This is an optimization exercise on Yosys and OpenROAD, whose aim is small area, not a production implementation. Only simulation tests tie the RTL to the original design; equivalence was not proved. Power figures rest on the tool's default switching activity, not on a simulated workload.

==> flow/design.v <==
module pico9(clk, reset, port, iord, iowr, data_in, data_out,
	rom_addr, rom_data, mem_addr, mem_we, mem_rdata);
input clk, reset;
input [8:0] data_in;
output iord, iowr;
output [8:0] data_out;
output [IOMSB-1:0] port;
output [8:0] rom_addr;
input [31:0] rom_data;
output [10:0] mem_addr;
output mem_we;
input [8:0] mem_rdata;
localparam IOMSB = 3;
function [11:0] bk11;
	input [10:0] a, b;
	input c;
	integer n, d;
	reg [10:0] g, p, x;
	begin
		x = a ^ b;
		g = a & b;
		p = x;
		g[0] = g[0] | p[0] & c;
		for (d = 1; d < 11; d = d * 2)
			for (n = 2 * d - 1; n < 11; n = n + 2 * d) begin
				g[n] = g[n] | p[n] & g[n - d];
				p[n] = p[n] & p[n - d];
			end
		for (d = 4; d > 0; d = d / 2)
			for (n = 3 * d - 1; n < 11; n = n + 2 * d) begin
				g[n] = g[n] | p[n] & g[n - d];
				p[n] = p[n] & p[n - d];
			end
		bk11 = { g[10], x ^ { g[9:0], c } };
	end
endfunction
function [9:0] bk9;
	input [8:0] a, b;
	input c;
	integer n, d;
	reg [8:0] g, p, x;
	begin
		x = a ^ b;
		g = a & b;
		p = x;
		g[0] = g[0] | p[0] & c;
		for (d = 1; d < 9; d = d * 2)
			for (n = 2 * d - 1; n < 9; n = n + 2 * d) begin
				g[n] = g[n] | p[n] & g[n - d];
				p[n] = p[n] & p[n - d];
			end
		for (d = 4; d > 0; d = d / 2)
			for (n = 3 * d - 1; n < 9; n = n + 2 * d) begin
				g[n] = g[n] | p[n] & g[n - d];
				p[n] = p[n] & p[n - d];
			end
		bk9 = { g[8], x ^ { g[7:0], c } };
	end
endfunction
function [11:0] add11;
	input [10:0] a, b;
	input c;
	integer n;
	reg [11:0] r;
	begin
		r[0] = c;
		for (n = 0; n < 11; n = n + 1) r[n + 1] = a[n] & b[n] | (a[n] ^ b[n]) & r[n];
		add11 = { r[11], a ^ b ^ r[10:0] };
	end
endfunction
function [9:0] add9;
	input [8:0] a, b;
	input c;
	integer n;
	reg [9:0] r;
	begin
		r[0] = c;
		for (n = 0; n < 9; n = n + 1) r[n + 1] = a[n] & b[n] | (a[n] ^ b[n]) & r[n];
		add9 = { r[9], a ^ b ^ r[8:0] };
	end
endfunction
wire [31:0] i = rom_data;
wire [8:0] data;
reg [3:0] flags;
reg [1:0] ph;
reg idle;
reg [1:0] k;			 
wire m1 = ph == 2'd0;
wire m2 = ph == 2'd1;
wire m3 = ph == 2'd2;
wire m4 = ph == 2'd3;
wire alu = ~i[31];
wire pop = i[31] & ~i[30];	 
wire last = k == i[29:28];
wire contd = alu & ~last;
always @(posedge clk) begin
	idle <= reset;
	if (reset | idle) ph <= 2'd0;
	else ph <= { ph[1] ^ ph[0], ~ph[0] | ph[1] & contd };
	if (reset | m4 & ~contd) k <= 2'd0;
	else if (m4) k <= k + 2'd1;
end
reg [8:0] pc;
wire [8:0] pc_next = add9(pc, 9'd0, 1'b1);
wire cond_ok = ~i[27] | flags[i[26:25]] ^ i[24];
always @(posedge clk)
	if (reset) pc <= 0;
	else if (m3)
		if (i[31] ? ~i[30] | ~i[29] & ~cond_ok : last)
			pc <= pc_next;
		else if (i[31])
			pc <= i[29:28] == 2'b10 ? data : i[8:0];
assign rom_addr = pc;
reg [10:0] srcptr, dstptr;
reg [10:0] adr;			 
wire shr = alu & &i[26:25];
wire upd = m3 | m4 & last;
wire seld = m1 ? i[31] & i[30] : m2 ? alu : m4 & last;
wire [1:0] mode = seld ? i[22:21] : i[10:9];
wire [8:0] off = upd ? 9'd0 : seld ? i[20:12] : i[8:0];
wire pen = upd | |mode;
wire [10:0] base = pen ? (seld ? dstptr : srcptr) : 11'd0;
wire neg = upd ? mode[0] : shr;
wire [2:0] j = k + (m3 | m4 | m2 & i[31]);
wire [3:0] dj = neg ? 4'd0 - { 1'b0, j } : { 1'b0, j };
wire [10:0] offx = { {2{ pen & off[8] }}, off };
wire [10:0] dx = { {7{ dj[3] }}, dj };
wire [10:0] cs_s = base ^ offx ^ dx;
wire [10:0] cs_c = base & offx | (base ^ offx) & dx;
wire [11:0] adr_y = bk11(cs_s, { cs_c[9:0], 1'b0 }, 1'b0);
always @(posedge clk)
	if (~m3) adr <= adr_y[10:0];
wire isio = ~|adr[10:IOMSB+1];
reg io_q;
reg [IOMSB-1:0] port_q;
always @(posedge clk) begin
	io_q <= isio & ~adr[IOMSB];
	port_q <= adr[IOMSB-1:0];
end
assign data = io_q ? data_in : mem_rdata;
assign mem_addr = adr;
wire ptr_st = pop & i[28] & (ph[1] ^ ph[0]);
wire ptr_ld = pop & ~i[28] & ph[1];
wire [10:0] ptr_d = i[29] ? i[10:0] : { data[2:0], data[7:0] };
wire src_step = m3 & alu & last & i[10];
wire dst_step = m4 & alu & last & i[22];
always @(posedge clk)
	if (reset) srcptr <= 0;
	else if (src_step | ptr_ld & ~i[24])
		srcptr <= ptr_ld ? (m3 ? { srcptr[10:8], ptr_d[7:0] } : { ptr_d[10:8], srcptr[7:0] }) :
			adr_y[10:0];
always @(posedge clk)
	if (reset) dstptr <= 0;
	else if (dst_step | ptr_ld & i[24])
		dstptr <= ptr_ld ? (m3 ? { dstptr[10:8], ptr_d[7:0] } : { ptr_d[10:8], dstptr[7:0] }) :
			adr_y[10:0];
wire wr = m4 & alu & i[27] | m2 & &i[31:28] | ptr_st;
assign mem_we = wr;
assign port = m3 & ~(pop & i[28]) ? port_q : adr[IOMSB-1:0];
assign iord = m2 & alu & isio & ~adr[IOMSB] & ~i[11];
assign iowr = wr & isio & adr[IOMSB];
reg [8:0] src;
wire inv = i[24] & ~(i[26] & i[25]);
always @(posedge clk)
	src <= (i[11] ? k == 2'd0 ? i[8:0] : 9'b0 : data) ^ {9{ inv }};
wire cy = flags[2];
wire [8:0] logic_y = i[25] ?
	i[24] ? ~src | data : src ^ data :
	i[24] ? ~src & data : src;
wire [9:0] add_y = bk9(data, src, cy ^ i[24]);
wire [8:0] shr_y = { |i[29:28] ? { 1'b0, cy } : { cy, src[8] }, src[7:1] };
wire [8:0] alu_y = i[26] ? i[25] ? shr_y : add_y[8:0] : logic_y;
wire [10:0] ptr_v = i[24] ? dstptr : srcptr;
wire [8:0] ptr_y = m3 ? { 6'd0, ptr_v[10:8] } : { 1'b0, ptr_v[7:0] };
assign data_out = i[31] ? i[30] ? pc_next : ptr_y : { last & alu_y[8], alu_y[7:0] };
always @(posedge clk)
	if (reset) flags <= 0;
	else if (alu)
		if (m1 & ~idle) flags <= 4'b0011;
		else if (m4)
			flags <= {
				shr ? src[0] : add_y[9],
				shr ? src[0] : add_y[8],
				flags[1] & ~|alu_y[8:0],
				flags[0] & ~|alu_y[7:0]
			};
endmodule
==> flow/config.mk <==
export PLATFORM = sky130hd
export DESIGN_NAME = pico9
export DESIGN_NICKNAME = pico9
export VERILOG_FILES = /design/flow/design.v
export SDC_FILE = /design/flow/constraint.sdc
export NUM_CORES = 4
export LEC_CHECK = 0
export CAP_MARGIN = 20
export CORE_MARGIN = 2
export CORE_UTILIZATION = 60
export CTS_BUF_LIST = sky130_fd_sc_hd__clkbuf_8
export GPL_TIMING_DRIVEN = 0
export SLEW_MARGIN = 20
==> flow/constraint.sdc <==
create_clock -name core_clock -period 6.5 [get_ports {clk}]
set_input_delay 1.3000 -clock core_clock [delete_from_list [all_inputs] [get_ports {clk}]]
set_output_delay 1.3000 -clock core_clock [all_outputs]
set_load 0.01 [all_outputs]
standard.sh (not shown) runs the stock make flow with config.mk's settings and CLKGATE_MAP_FILE= SYNTH_SCRIPT=/design/flow/synth_recipe.tcl, a recipe that flattens the netlist after the stock synthesis.
==> flow/flow/run.sh <==
#!/bin/bash
# Own layout flow: the standard flow with three changes.
# 1. Synthesis is the standard flow's synthesis script with ABC's area-oriented mapping
#    script (flow/abc_area.script) in place of ORFS's speed script, and
# 2. without ORFS's extraction of full and half adder cells, so that ABC maps
#    all the logic. Neither touches the registers, which stay the standard
#    synthesis's, with the same names and cells.
# 3. The port buffers are the smallest buffer cell.
# 4. Clock tree synthesis inserts no dummy loads.
# Each tool's output goes to a log file in the work folder (and ORFS's logs).
set -euo pipefail
W=$PWD
F=$W/flow
sed -e "s|log_cmd abc {\*}\$abc_args|log_cmd abc -script $F/abc_area.script {*}[lrange \$abc_args 2 end]|" \
    -e 's|^\( *\)extract_fa {\*}\[dont_use_extract_fa_args\]$|\1# extract_fa left out|' \
  "$FLOW_HOME/scripts/synth.tcl" > "$W/synth_area.tcl"
grep -q "abc_area.script" "$W/synth_area.tcl"
grep -q "extract_fa left out" "$W/synth_area.tcl"
sed "s|source \$::env(SCRIPTS_DIR)/synth.tcl|source $W/synth_area.tcl|" "$W/synth_recipe.tcl" > "$W/my_synth.tcl"
grep -q "synth_area.tcl" "$W/my_synth.tcl"
sed "s|$W/synth_recipe.tcl|$W/my_synth.tcl|" "$W/standard.sh" > "$W/my_standard.sh"
grep -q "my_synth.tcl" "$W/my_standard.sh"
bash "$W/my_standard.sh" synth > "$W/synth.log" 2>&1
bash "$W/my_standard.sh" "BUFFER_PORTS_ARGS=-buffer_cell sky130_fd_sc_hd__buf_1" \
  "CTS_ARGS=-sink_clustering_enable -repair_clock_nets -buf_list sky130_fd_sc_hd__clkbuf_8 -dont_use_dummy_load" \
  finish > "$W/layout.log" 2>&1
==> flow/flow/abc_area.script <==
&get -n
&st
&dch
&nf -R 1000 -p
&put
topo
stime -c
Then changed:
--- a/flow/design.v
+++ b/flow/design.v
@@ -83,7 +83,6 @@
 wire [8:0] data;
 reg [3:0] flags;
 reg [1:0] ph;
-reg idle;
 reg [1:0] k;			 
 wire m1 = ph == 2'd0;
 wire m2 = ph == 2'd1;
@@ -92,12 +91,13 @@
 wire alu = ~i[31];
 wire pop = i[31] & ~i[30];	 
 wire last = k == i[29:28];
+wire first = k == 2'd0;
 wire contd = alu & ~last;
 always @(posedge clk) begin
-	idle <= reset;
-	if (reset | idle) ph <= 2'd0;
+	if (reset | m1 & |k) ph <= 2'd0;
 	else ph <= { ph[1] ^ ph[0], ~ph[0] | ph[1] & contd };
-	if (reset | m4 & ~contd) k <= 2'd0;
+	if (reset) k <= 2'd1;
+	else if (m1 | m4 & ~contd) k <= 2'd0;
 	else if (m4) k <= k + 2'd1;
 end
 reg [8:0] pc;
@@ -162,8 +162,8 @@
 reg [8:0] src;
 wire inv = i[24] & ~(i[26] & i[25]);
 always @(posedge clk)
-	src <= (i[11] ? k == 2'd0 ? i[8:0] : 9'b0 : data) ^ {9{ inv }};
-wire cy = flags[2];
+	src <= (i[11] ? first ? i[8:0] : 9'b0 : data) ^ {9{ inv }};
+wire cy = ~first & flags[2];
 wire [8:0] logic_y = i[25] ?
 	i[24] ? ~src | data : src ^ data :
 	i[24] ? ~src & data : src;
@@ -175,13 +175,11 @@
 assign data_out = i[31] ? i[30] ? pc_next : ptr_y : { last & alu_y[8], alu_y[7:0] };
 always @(posedge clk)
 	if (reset) flags <= 0;
-	else if (alu)
-		if (m1 & ~idle) flags <= 4'b0011;
-		else if (m4)
-			flags <= {
-				shr ? src[0] : add_y[9],
-				shr ? src[0] : add_y[8],
-				flags[1] & ~|alu_y[8:0],
-				flags[0] & ~|alu_y[7:0]
-			};
+	else if (alu & m4)
+		flags <= {
+			shr ? src[0] : add_y[9],
+			shr ? src[0] : add_y[8],
+			(first | flags[1]) & ~|alu_y[8:0],
+			(first | flags[0]) & ~|alu_y[7:0]
+		};
 endmodule
=>
- The new run finished with timing, DRC and antenna clean
- global-route usage came out higher by 0.90 points
- count of clock-buffer cells in the layout does not change
- hold slack improves by 0.0089 ns
- combinational power is higher by well over a third
- via count goes down slightly
- sequential cell count falls by 1
- non-clock buffer count is lower by 1
- final area drops slightly

[afterwards: timing with drivers on the ports]
Ports are ideal in the flow. The routed layouts listed here were re-timed in OpenROAD.
Step 1, drivers: a clkbuf_16 drives clk and a buf_2 each remaining input, both assumed.
Step 2 also shifts input and output timing later by t, the mid clock arrival at the registers, as if the neighbouring blocks saw the same clock.
a / b / c = no drivers / after step 1 / after step 2; a / b = the first two.
run	shift t [ns]	setup slack, ns	worst hold slack (ns)	clock arrival spread, ns	worst register clock-pin slew, ns
the first run	0.371	0.239 / 0.219 / 0.219	0.398 / 0.398 / 0.398	0.020 / 0.020	0.07 / 0.07
the second run	0.371	0.375 / 0.354 / 0.055	0.407 / 0.407 / 0.407	0.031 / 0.031	0.08 / 0.08
After both steps every run listed still meets setup and hold. The setup slack of the second run, which loses most, moves by -0.021 ns with the drivers and by -0.320 ns with both steps.
